Background: an optimization exercise with open tools, aiming at small area. Do not read the settings as production practice. Function was checked by simulation only, so behaviour that the tests miss may differ from the original. The clock input has no modelled driver; a real chip could not lean on it and would need a root buffer or a full tree. Power and IR drop assume default switching activity.

==> try-onyx: inputs <==
## secmer
module secmer(
    input clk,
    input reset,
    input w_button2, w_button3, w_button4,
    output [6:0] ss1, ss2, ss3, ss4, ss5, ss6, ss7
);
wire rst = ~reset;
reg b2a, b2b, b3a, b3b, b4a, b4b;
always @(posedge clk) begin
    b2a <= reset & ~w_button2;
    b3a <= reset & ~w_button3;
    b4a <= reset & ~w_button4;
    b2b <= b2a;
    b3b <= b3a;
    b4b <= b4a;
end
wire ev2 = b2a & ~b2b;
wire ev3 = b3a & ~b3b;
wire ev4 = b4a & ~b4b;
reg [5:0] cc;
wire cc_fb = (cc[5] & cc[4]) | (~cc[5] & ~cc[4] & ~(cc[2] & cc[1] & cc[0]));
wire tick = (cc == 6'b000001);
always @(posedge clk)
    cc <= rst ? 6'd0 : {cc[4:0], cc_fb};
function [2:0] inc5(input [2:0] c);
    inc5 = {c[1] & c[0], c[0], c[0] ? ~c[2] : ~c[1]};
endfunction
reg active;
reg [2:0] show;      
reg [2:0] pshow;     
wire show0 = ~show[1] & ~show[0];
wire clr = ~active & ev3;
always @(posedge clk) begin
    active <= reset & (active ^ (ev2 & show0));
    if (rst)
        show <= 3'd0;
    else if (~active & ev4)
        show <= inc5(show);
    pshow <= rst ? 3'b010 : show;
end
function [3:0] inc9(input [3:0] d);
    inc9 = {(~d[0] & ~d[3]) | (d[0] & d[1] & d[2]),
            (d[2] & ~d[3]) | (~d[2] & d[3]),
            (d[1] & d[2]) | (~d[0]),
            (d[1])};
endfunction
function is9(input [3:0] d);
    is9 = (d[0] & ~d[1] & ~d[2]);
endfunction
function is8(input [3:0] d);
    is8 = (d[1] & ~d[2] & ~d[3]);
endfunction
reg [15:0] d_time;
reg fz;              
reg fi;              
reg fw;              
reg lag;             
wire [3:0] d0 = d_time[3:0], d1 = d_time[7:4], d2 = d_time[11:8], d3 = d_time[15:12];
wire n0 = is9(d0);
wire n1 = is9(d1);
wire n2 = is9(d2);
wire inc_hi = (fi & n0 & n1) | fw;
wire [3:0] m0 = (fz | fw) ? 4'd0 : fi ? inc9(d0) : d0;
wire [3:0] m1 = (fz | fw) ? 4'd0 : (fi & n0) ? inc9(d1) : d1;
wire [3:0] m2 = fz ? 4'd0 : inc_hi ? inc9(d2) : d2;
wire [3:0] m3 = fz ? 4'd0 : (inc_hi & n2) ? inc9(d3) : d3;
wire [15:0] mtime = {m3, m2, m1, m0};
  ...
==> module secmer, before the edit <==
module secmer(
    input clk,
    input reset,
    input w_button2, w_button3, w_button4,
    output [6:0] ss1, ss2, ss3, ss4, ss5, ss6, ss7
);
wire rst = ~reset;
reg b2a, b2b, b3a, b3b, b4a, b4b;
always @(posedge clk) begin
    b2a <= reset & ~w_button2;
    b3a <= reset & ~w_button3;
    b4a <= reset & ~w_button4;
    b2b <= b2a;
    b3b <= b3a;
    b4b <= b4a;
end
wire ev2 = b2a & ~b2b;
wire ev3 = b3a & ~b3b;
wire ev4 = b4a & ~b4b;
reg [5:0] cc;
wire cc_fb = (cc[5] & cc[4]) | (~cc[5] & ~cc[4] & ~(cc[2] & cc[1] & cc[0]));
wire tick = (cc == 6'b000001);
always @(posedge clk)
    cc <= rst ? 6'd0 : {cc[4:0], cc_fb};
function [2:0] inc5(input [2:0] c);
    inc5 = {c[1] & c[0], c[0], c[0] ? ~c[2] : ~c[1]};
endfunction
reg active;
reg [2:0] show;      
reg [2:0] pshow;     
wire show0 = ~show[1] & ~show[0];
wire clr = ~active & ev3;
always @(posedge clk) begin
    active <= reset & (active ^ (ev2 & show0));
    if (rst)
        show <= 3'd0;
    else if (~active & ev4)
        show <= inc5(show);
    pshow <= rst ? 3'b010 : show;
end
function [3:0] inc9(input [3:0] d);
    inc9 = {(~d[0] & ~d[3]) | (d[0] & d[1] & d[2]),
            (d[2] & ~d[3]) | (~d[2] & d[3]),
            (d[1] & d[2]) | (~d[0]),
            (d[1])};
endfunction
function is9(input [3:0] d);
    is9 = (d[0] & ~d[1] & ~d[2]);
endfunction
function is8(input [3:0] d);
    is8 = (d[1] & ~d[2] & ~d[3]);
endfunction
reg [15:0] d_time;
reg fz;              
reg fi;              
reg fw;              
reg lag;             
wire [3:0] d0 = d_time[3:0], d1 = d_time[7:4], d2 = d_time[11:8], d3 = d_time[15:12];
wire n0 = is9(d0);
wire n1 = is9(d1);
wire n2 = is9(d2);
wire inc_hi = (fi & n0 & n1) | fw;
wire [3:0] m0 = (fz | fw) ? 4'd0 : fi ? inc9(d0) : d0;
wire [3:0] m1 = (fz | fw) ? 4'd0 : (fi & n0) ? inc9(d1) : d1;
wire [3:0] m2 = fz ? 4'd0 : inc_hi ? inc9(d2) : d2;
wire [3:0] m3 = fz ? 4'd0 : (inc_hi & n2) ? inc9(d3) : d3;
wire [15:0] mtime = {m3, m2, m1, m0};
wire cnt99 = is9(m1) & (lag ? is8(m0) : is9(m0));
wire wrap = active & tick & cnt99;
always @(posedge clk) begin
    d_time <= mtime;
    fz <= rst | clr;
    fw <= wrap & lag;
    fi <= active & (lag ^ wrap);
    lag <= reset & ~clr & (active ? (tick & ~cnt99) : lag);
end
reg [2:0] nlaps;     
reg fwr;             
reg [15:0] lap1, lap2, lap3, lap4;
always @(posedge clk) begin
    fwr <= active & ev3 & ~(nlaps[2] & ~nlaps[0]);
    if (fz)
        nlaps <= 3'd0;
    else if (fwr)
        nlaps <= inc5(nlaps);
    if (fwr & ~nlaps[1] & ~nlaps[0]) lap1 <= d_time;
    if (fwr & ~nlaps[1] & nlaps[0])  lap2 <= d_time;
    if (fwr & nlaps[1] & ~nlaps[2])  lap3 <= d_time;
    if (fwr & nlaps[2] & nlaps[0])   lap4 <= d_time;
end
reg [7:0] lap_sec;
always @(posedge clk)
    if (rst | clr)
        lap_sec <= 8'd0;
    else if (ev3)
        lap_sec <= mtime[15:8];
wire s0 = ~pshow[1] & ~pshow[0];
wire s1 = ~pshow[1] & pshow[0] & (nlaps[1] | nlaps[0]);
wire s2 = pshow[1] & pshow[0] & ~pshow[2] & nlaps[1];
wire s3 = pshow[2] & pshow[0] & nlaps[2];
wire s4 = pshow[2] & ~pshow[0] & nlaps[2] & ~nlaps[0];
wire [15:0] disp = ({16{s0}} & d_time) | ({16{s1}} & lap1) | ({16{s2}} & lap2) |
                   ({16{s3}} & lap3) | ({16{s4}} & lap4);
hex2seven_seg inst1(.hex(disp[3:0]),     .seven_segment(ss1));
hex2seven_seg inst2(.hex(disp[7:4]),     .seven_segment(ss2));
hex2seven_seg inst3(.hex(disp[11:8]),    .seven_segment(ss3));
hex2seven_seg inst4(.hex(disp[15:12]),   .seven_segment(ss4));
hex2seven_seg inst5(.hex(lap_sec[3:0]),  .seven_segment(ss5));
hex2seven_seg inst6(.hex(lap_sec[7:4]),  .seven_segment(ss6));
wire seg7_ad = (show[0] & ~show[1]) | (show[2] & ~show[0]);    
assign ss7 = {~show[1],                          
              show[0],                           
              show[2] | (show[0] & ~show[1]),    
              seg7_ad,                           
              show[1] & ~show[2],                
              1'b0,                              
              seg7_ad};                          
endmodule
==> flow/config.mk <==
export PLATFORM = sky130hd
export DESIGN_NAME = secmer
export DESIGN_NICKNAME = secmer
export VERILOG_FILES = /design/flow/design.v
export SDC_FILE = /design/flow/constraint.sdc
export NUM_CORES = 4
export LEC_CHECK = 0
export CAP_MARGIN = 20
export CORE_MARGIN = 2
export CORE_UTILIZATION = 40
export SLEW_MARGIN = 20
==> flow/constraint.sdc <==
create_clock -name core_clock -period 10.0 [get_ports {clk}]
set_input_delay 2.0000 -clock core_clock [delete_from_list [all_inputs] [get_ports {clk}]]
set_output_delay 2.0000 -clock core_clock [all_outputs]
set_load 0.01 [all_outputs]
standard.sh (not shown) runs the stock make flow with config.mk's settings and CLKGATE_MAP_FILE= SYNTH_SCRIPT=/design/flow/synth_recipe.tcl, a recipe that flattens the netlist after the stock synthesis.
==> flow/flow/run.sh <==
#!/bin/bash
# Own layout flow: the standard ORFS flow (standard.sh) with
#  - synthesis using an area-oriented ABC mapping script (flow/abc_area.script,
#    selected through ABC_AREA=1); registers are mapped before ABC, as in the
#    standard synthesis, so they keep their names and cell types;
#  - the port buffers made of buf_1 cells;
#  - clock tree synthesis with small buffers and no dummy loads.
# Each step's full output goes to a log file in the work folder.
set -euo pipefail
WORK=$(pwd)
FLOWDIR=$WORK/flow

# copy of ORFS's scripts with our ABC script in place of abc_area.script
rm -rf "$WORK/scripts_abc"
cp -r "$FLOW_HOME/scripts" "$WORK/scripts_abc"
cp "$FLOWDIR/abc_area.script" "$WORK/scripts_abc/abc_area.script"

bash standard.sh SCRIPTS_DIR="$WORK/scripts_abc" ABC_AREA=1 synth > "$WORK/flow_synth.log" 2>&1

CTS_ARGS_V="-sink_clustering_enable -repair_clock_nets -dont_use_dummy_load"
if [[ -f "$FLOWDIR/cts_bufs.txt" ]]; then
  CTS_ARGS_V="$CTS_ARGS_V -buf_list {$(cat "$FLOWDIR/cts_bufs.txt")}"
fi
if [[ -f "$FLOWDIR/cts_extra.txt" ]]; then
  CTS_ARGS_V="$CTS_ARGS_V $(cat "$FLOWDIR/cts_extra.txt")"
fi

bash standard.sh "BUFFER_PORTS_ARGS=-buffer_cell sky130_fd_sc_hd__buf_1" \
  "CTS_ARGS=$CTS_ARGS_V" finish > "$WORK/flow_layout.log" 2>&1
==> flow/flow/abc_area.script <==
&get -n
&st
&dch
&nf -R 1000 -p
&put
==> flow/flow/cts_bufs.txt <==
sky130_fd_sc_hd__clkbuf_4
==> try-xenon: changes against try-onyx <==
--- a/flow/design.v
+++ b/flow/design.v
@@ -70,7 +70,8 @@
 endfunction
 reg [15:0] d_time;
-reg fz;              
-reg fi;              
-reg fw;              
+reg [1:0] fl;        
+wire fz = fl[1] & ~fl[0];
+wire fi = ~fl[1] & fl[0];
+wire fw = fl[1] & fl[0];
 reg lag;             
 wire [3:0] d0 = d_time[3:0], d1 = d_time[7:4], d2 = d_time[11:8], d3 = d_time[15:12];
@@ -88,7 +89,5 @@
 always @(posedge clk) begin
     d_time <= mtime;
-    fz <= rst | clr;
-    fw <= wrap & lag;
-    fi <= active & (lag ^ wrap);
+    fl <= {rst | clr | (wrap & lag), reset & active & (lag | wrap)};
     lag <= reset & ~clr & (active ? (tick & ~cnt99) : lag);
 end
==> flow/flow/run.sh (replaced) <==
#!/bin/bash
# Own layout flow: the standard ORFS flow (standard.sh) with
#  - synthesis using an area-oriented ABC mapping script (flow/abc_area.script,
#    selected through ABC_AREA=1); registers are mapped before ABC, as in the
#    standard synthesis, so they keep their names and cell types; pass-through
#    ports get buf_1 instead of buf_4;
#  - the port buffers made of buf_1 cells;
#  - a small clock tree built by flow/mycts.tcl (root buffer plus a few leaf
#    buffers) in place of TritonCTS, with the rest of ORFS's CTS step unchanged.
# Each step's full output goes to a log file in the work folder.
set -euo pipefail
WORK=$(pwd)
FLOWDIR=$WORK/flow

# copy of ORFS's scripts with our ABC script in place of abc_area.script
rm -rf "$WORK/scripts_abc"
cp -r "$FLOW_HOME/scripts" "$WORK/scripts_abc"
cp "$FLOWDIR/abc_area.script" "$WORK/scripts_abc/abc_area.script"

bash standard.sh SCRIPTS_DIR="$WORK/scripts_abc" ABC_AREA=1 \
  "MIN_BUF_CELL_AND_PORTS=sky130_fd_sc_hd__buf_1 A X" synth > "$WORK/flow_synth.log" 2>&1

export MYCTS_PORT=clk
read -r MYCTS_K MYCTS_ROOT MYCTS_LEAF < "$FLOWDIR/mycts.cfg"
export MYCTS_K MYCTS_ROOT MYCTS_LEAF

bash standard.sh "BUFFER_PORTS_ARGS=-buffer_cell sky130_fd_sc_hd__buf_1" \
  "PRE_CTS_TCL=$FLOWDIR/mycts.tcl" finish > "$WORK/flow_layout.log" 2>&1
==> flow/flow/abc_area.script (replaced) <==
strash
dc2
&get -n
&st
&dch
&nf -R 1000 -p -F 8 -A 8
&put
==> flow/flow/mycts.cfg (new file) <==
7 sky130_fd_sc_hd__clkbuf_4 sky130_fd_sc_hd__clkbuf_8
==> flow/flow/mycts.tcl (new file) <==
# Clock tree made here instead of by TritonCTS: the clock port drives one root
# buffer, which drives MYCTS_K leaf buffers (or the registers directly when
# MYCTS_K is 0); the registers are split among the leaves by position
# (k-means on their clock pins). The buffers are placed at the centres of what
# they drive; detailed placement then legalises them.
proc mycts_kmeans {pts k} {
  # pts: list of {x y idx}; returns list of cluster ids per point
  set n [llength $pts]
  set sorted [lsort -real -index 0 $pts]
  set cx {}; set cy {}
  for {set i 0} {$i < $k} {incr i} {
    set p [lindex $sorted [expr {int(($i + 0.5) * $n / $k)}]]
    lappend cx [lindex $p 0]; lappend cy [lindex $p 1]
  }
  set asg [lrepeat $n 0]
  for {set it 0} {$it < 50} {incr it} {
    set j 0
    foreach p $pts {
      set best 0; set bd 1e30
      for {set i 0} {$i < $k} {incr i} {
        set d [expr {abs([lindex $p 0]-[lindex $cx $i]) + abs([lindex $p 1]-[lindex $cy $i])}]
        if {$d < $bd} {set bd $d; set best $i}
      }
      lset asg $j $best; incr j
    }
    set sx [lrepeat $k 0.0]; set sy [lrepeat $k 0.0]; set sn [lrepeat $k 0]
    set j 0
    foreach p $pts {
      set c [lindex $asg $j]
      lset sx $c [expr {[lindex $sx $c] + [lindex $p 0]}]
      lset sy $c [expr {[lindex $sy $c] + [lindex $p 1]}]
      lset sn $c [expr {[lindex $sn $c] + 1}]
      incr j
    }
    for {set i 0} {$i < $k} {incr i} {
      if {[lindex $sn $i] > 0} {
        lset cx $i [expr {[lindex $sx $i] / [lindex $sn $i]}]
        lset cy $i [expr {[lindex $sy $i] / [lindex $sn $i]}]
      }
    }
  }
  # rebalance: greedy assignment by distance with a capacity per cluster
  set cap [expr {($n + $k - 1) / $k}]
  set pairs {}
  set j 0
  foreach p $pts {
    for {set i 0} {$i < $k} {incr i} {
      lappend pairs [list [expr {abs([lindex $p 0]-[lindex $cx $i]) + abs([lindex $p 1]-[lindex $cy $i])}] $j $i]
    }
    incr j
  }
  set asg [lrepeat $n -1]
  set cnt [lrepeat $k 0]
  foreach pr [lsort -real -index 0 $pairs] {
    lassign $pr d j i
    if {[lindex $asg $j] >= 0 || [lindex $cnt $i] >= $cap} continue
    lset asg $j $i
    lset cnt $i [expr {[lindex $cnt $i] + 1}]
  }
  return $asg
}

proc mycts_place {inst x y} {
  $inst setLocation [expr {int($x)}] [expr {int($y)}]
  $inst setPlacementStatus PLACED
}

proc mycts {} {
  set db [ord::get_db]
  set block [ord::get_db_block]
  set clknet [[$block findBTerm $::env(MYCTS_PORT)] getNet]
  set k $::env(MYCTS_K)
  set sinks {}
  set pts {}
  foreach it [$clknet getITerms] {
    lassign [$it getAvgXY] ok x y
    lappend pts [list $x $y [llength $sinks]]
    lappend sinks $it
  }
  set n [llength $sinks]
  set root [odb::dbInst_create $block [$db findMaster $::env(MYCTS_ROOT)] "mycts_root"]
  set rnet [odb::dbNet_create $block "mycts_root_net"]
  $rnet setSigType CLOCK
  $clknet setSigType CLOCK
  [$root findITerm A] connect $clknet
  [$root findITerm X] connect $rnet
  set ax 0.0; set ay 0.0
  foreach p $pts { set ax [expr {$ax + [lindex $p 0]}]; set ay [expr {$ay + [lindex $p 1]}] }
  mycts_place $root [expr {$ax / $n}] [expr {$ay / $n}]
  if {$k == 0} {
    foreach it $sinks { $it disconnect; $it connect $rnet }
    puts "mycts: root drives $n sinks"
    return
  }
  set asg [mycts_kmeans $pts $k]
  for {set i 0} {$i < $k} {incr i} {
    set leaf [odb::dbInst_create $block [$db findMaster $::env(MYCTS_LEAF)] "mycts_leaf_$i"]
    set lnet [odb::dbNet_create $block "mycts_leaf_net_$i"]
    $lnet setSigType CLOCK
    [$leaf findITerm A] connect $rnet
    [$leaf findITerm X] connect $lnet
    set sx 0.0; set sy 0.0; set c 0
    set j 0
    foreach it $sinks {
      if {[lindex $asg $j] == $i} {
        $it disconnect; $it connect $lnet
        set sx [expr {$sx + [lindex $pts $j 0]}]; set sy [expr {$sy + [lindex $pts $j 1]}]; incr c
      }
      incr j
    }
    if {$c > 0} { mycts_place $leaf [expr {$sx / $c}] [expr {$sy / $c}] }
    puts "mycts: leaf $i drives $c sinks"
  }
}

rename clock_tree_synthesis triton_clock_tree_synthesis
proc clock_tree_synthesis {args} {
  mycts
  set_propagated_clock [all_clocks]
}
Settings changed: CORE_UTILIZATION 40 to 65.
removed: flow/flow/cts_bufs.txt
==> try-quartz: changes against try-onyx <==
--- a/flow/design.v
+++ b/flow/design.v
@@ -41,11 +41,8 @@
 always @(posedge clk)
     cc <= rst ? 6'd0 : {cc[4:0], cc_fb};
-function [2:0] inc5(input [2:0] c);
-    inc5 = {c[1] & c[0], c[0], c[0] ? ~c[2] : ~c[1]};
-endfunction
 reg active;
 reg [2:0] show;      
 reg [2:0] pshow;     
-wire show0 = ~show[1] & ~show[0];
+wire show0 = ~show[2] & ~show[1] & ~show[0];
 wire clr = ~active & ev3;
 always @(posedge clk) begin
@@ -54,6 +51,6 @@
         show <= 3'd0;
     else if (~active & ev4)
-        show <= inc5(show);
-    pshow <= rst ? 3'b010 : show;
+        show <= show[2] ? 3'd0 : {show[1] & show[0], show[1] ^ show[0], ~show[0]};
+    pshow <= show;
 end
 function [3:0] inc9(input [3:0] d);
@@ -74,4 +71,5 @@
 reg fw;              
 reg lag;             
+reg rflag;           
 wire [3:0] d0 = d_time[3:0], d1 = d_time[7:4], d2 = d_time[11:8], d3 = d_time[15:12];
 wire n0 = is9(d0);
@@ -88,4 +86,5 @@
 always @(posedge clk) begin
     d_time <= mtime;
+    rflag <= rst;
     fz <= rst | clr;
     fw <= wrap & lag;
@@ -97,13 +96,13 @@
 reg [15:0] lap1, lap2, lap3, lap4;
 always @(posedge clk) begin
-    fwr <= active & ev3 & ~(nlaps[2] & ~nlaps[0]);
+    fwr <= active & ev3 & ~nlaps[2];
     if (fz)
         nlaps <= 3'd0;
     else if (fwr)
-        nlaps <= inc5(nlaps);
-    if (fwr & ~nlaps[1] & ~nlaps[0]) lap1 <= d_time;
-    if (fwr & ~nlaps[1] & nlaps[0])  lap2 <= d_time;
-    if (fwr & nlaps[1] & ~nlaps[2])  lap3 <= d_time;
-    if (fwr & nlaps[2] & nlaps[0])   lap4 <= d_time;
+        nlaps <= {nlaps[1] & nlaps[0], nlaps[1] ^ nlaps[0], ~nlaps[0]};
+    if (fwr & (nlaps == 3'd0)) lap1 <= d_time;
+    if (fwr & (nlaps == 3'd1)) lap2 <= d_time;
+    if (fwr & (nlaps == 3'd2)) lap3 <= d_time;
+    if (fwr & (nlaps == 3'd3)) lap4 <= d_time;
 end
 reg [7:0] lap_sec;
@@ -113,9 +112,9 @@
     else if (ev3)
         lap_sec <= mtime[15:8];
-wire s0 = ~pshow[1] & ~pshow[0];
-wire s1 = ~pshow[1] & pshow[0] & (nlaps[1] | nlaps[0]);
-wire s2 = pshow[1] & pshow[0] & ~pshow[2] & nlaps[1];
-wire s3 = pshow[2] & pshow[0] & nlaps[2];
-wire s4 = pshow[2] & ~pshow[0] & nlaps[2] & ~nlaps[0];
+wire s0 = ~rflag & ~pshow[2] & ~pshow[1] & ~pshow[0];
+wire s1 = ~rflag & ~pshow[1] & pshow[0] & (nlaps != 3'd0);
+wire s2 = ~rflag & pshow[1] & ~pshow[0] & (nlaps[2] | nlaps[1]);
+wire s3 = ~rflag & pshow[1] & pshow[0] & (nlaps[2] | (nlaps[1] & nlaps[0]));
+wire s4 = ~rflag & pshow[2] & nlaps[2];
 wire [15:0] disp = ({16{s0}} & d_time) | ({16{s1}} & lap1) | ({16{s2}} & lap2) |
                    ({16{s3}} & lap3) | ({16{s4}} & lap4);
@@ -126,11 +125,10 @@
 hex2seven_seg inst5(.hex(lap_sec[3:0]),  .seven_segment(ss5));
 hex2seven_seg inst6(.hex(lap_sec[7:4]),  .seven_segment(ss6));
-wire seg7_ad = (show[0] & ~show[1]) | (show[2] & ~show[0]);    
-assign ss7 = {~show[1],                          
-              show[0],                           
-              show[2] | (show[0] & ~show[1]),    
-              seg7_ad,                           
-              show[1] & ~show[2],                
-              1'b0,                              
-              seg7_ad};                          
+assign ss7 = {~show[2] & ~show[1],           
+              show[1] | show[0],             
+              show[2] | show[0],             
+              show[2] | (~show[1] & show[0]),    
+              show[1] & ~show[0],            
+              1'b0,                          
+              show[2] | (~show[1] & show[0])};   
 endmodule
==> flow/flow/abc_area.script (replaced) <==
strash
dch
amap
topo
Settings changed: CORE_UTILIZATION 40 to 70.
==> comparison table <==
| quantity | try-quartz | try-onyx | try-xenon |
|---|---|---|---|
| Synth Area in XOR/XNOR | 0% | 0% | 0.201% |
| Slew of the pin with the lowest slew margin | 0.948 ns | 0.966 ns | 1.01 ns |
| Filler cells | 412 | 986 | 439 |
| Endpoint of the most critical register-to-register path | lap_sec[7] | fi | lap_sec[4] |
| Die area | 7230 sq um | 11900 sq um | 7360 sq um |
| Share of final-layout standard cells stronger than drive strength 1 | 4.70% | 5.56% | 3.68% |
| Max-slew headroom | 35.2% | 35.5% | 32.8% |
| Inverter count | 60 | 10 | 10 |
| Max stage delay on crit path | 0.82 ns | 0.65 ns | 0.62 ns |
| Synthesized-area fraction occupied by ao, oa, aoi and oai cells | 17.6% | 14.5% | 13.7% |
| Outcome | timing/DRC/antenna clean | timing/DRC/antenna clean | timing/DRC/antenna clean |
| Final RePlAce weighted congestion | 0.794 | 0.767 | 0.750 |
| Fraction of the core area covered by cells at the end of the flow | 79.4% | 45.6% | 74.4% |
| Fraction of power consumed by the clock network | 28.0% | 28.6% | 27.2% |
| Worst Slack Setup Final | 4.83 ns | 5.55 ns | 5.58 ns |
| Share of synthesized area occupied by flip-flops and latches | 64.5% | 66.9% | 67.2% |
| Clock Sink Count | 116 | 115 | - |
| Sequential cell area share | 58.8% | 59.8% | 61.2% |
| Non-Filler Instances | 545 | 590 | 512 |
| Proportion of cell area occupied by multi-input gates | 27.8% | 28.7% | 28.9% |
| Worst-path maximum fanout | 17 | 16 | 16 |
The clock cells of try-xenon come from the design's own scripts or RTL, not from TritonCTS.

==> static timing again, ports no longer ideal <==
Ports are ideal in the flow. The routed layouts listed here were re-timed in OpenROAD. Step 1 sets driving cells, clkbuf_16 on the clock port and buf_2 on the other inputs (assumed; they add their load-dependent delay and slew). Step 2 times the ports against the registers' clock, not the clock port: input delays grow and output delays shrink by t, the midpoint of the rising clock arrivals with the driver on. Three values: ideal ports, drivers, drivers and shift; two values: the first two.
| run | shift t [ns] | slack for setup (ns) | hold WS [ns] | worst register clock-pin slew, ns |
|---|---|---|---|---|
| try-onyx | 0.492 | 5.555 / 5.526 / 6.018 | 0.351 / 0.351 / 0.351 | 0.11 / 0.11 |
| try-xenon | 0.462 | 5.579 / 5.551 / 6.013 | 0.354 / 0.354 / 0.354 | 0.11 / 0.11 |
| try-quartz | 0.525 | 4.829 / 4.800 / 5.325 | 0.337 / 0.337 / 0.337 | 0.10 / 0.10 |
After both steps setup and hold are still met in every run listed.
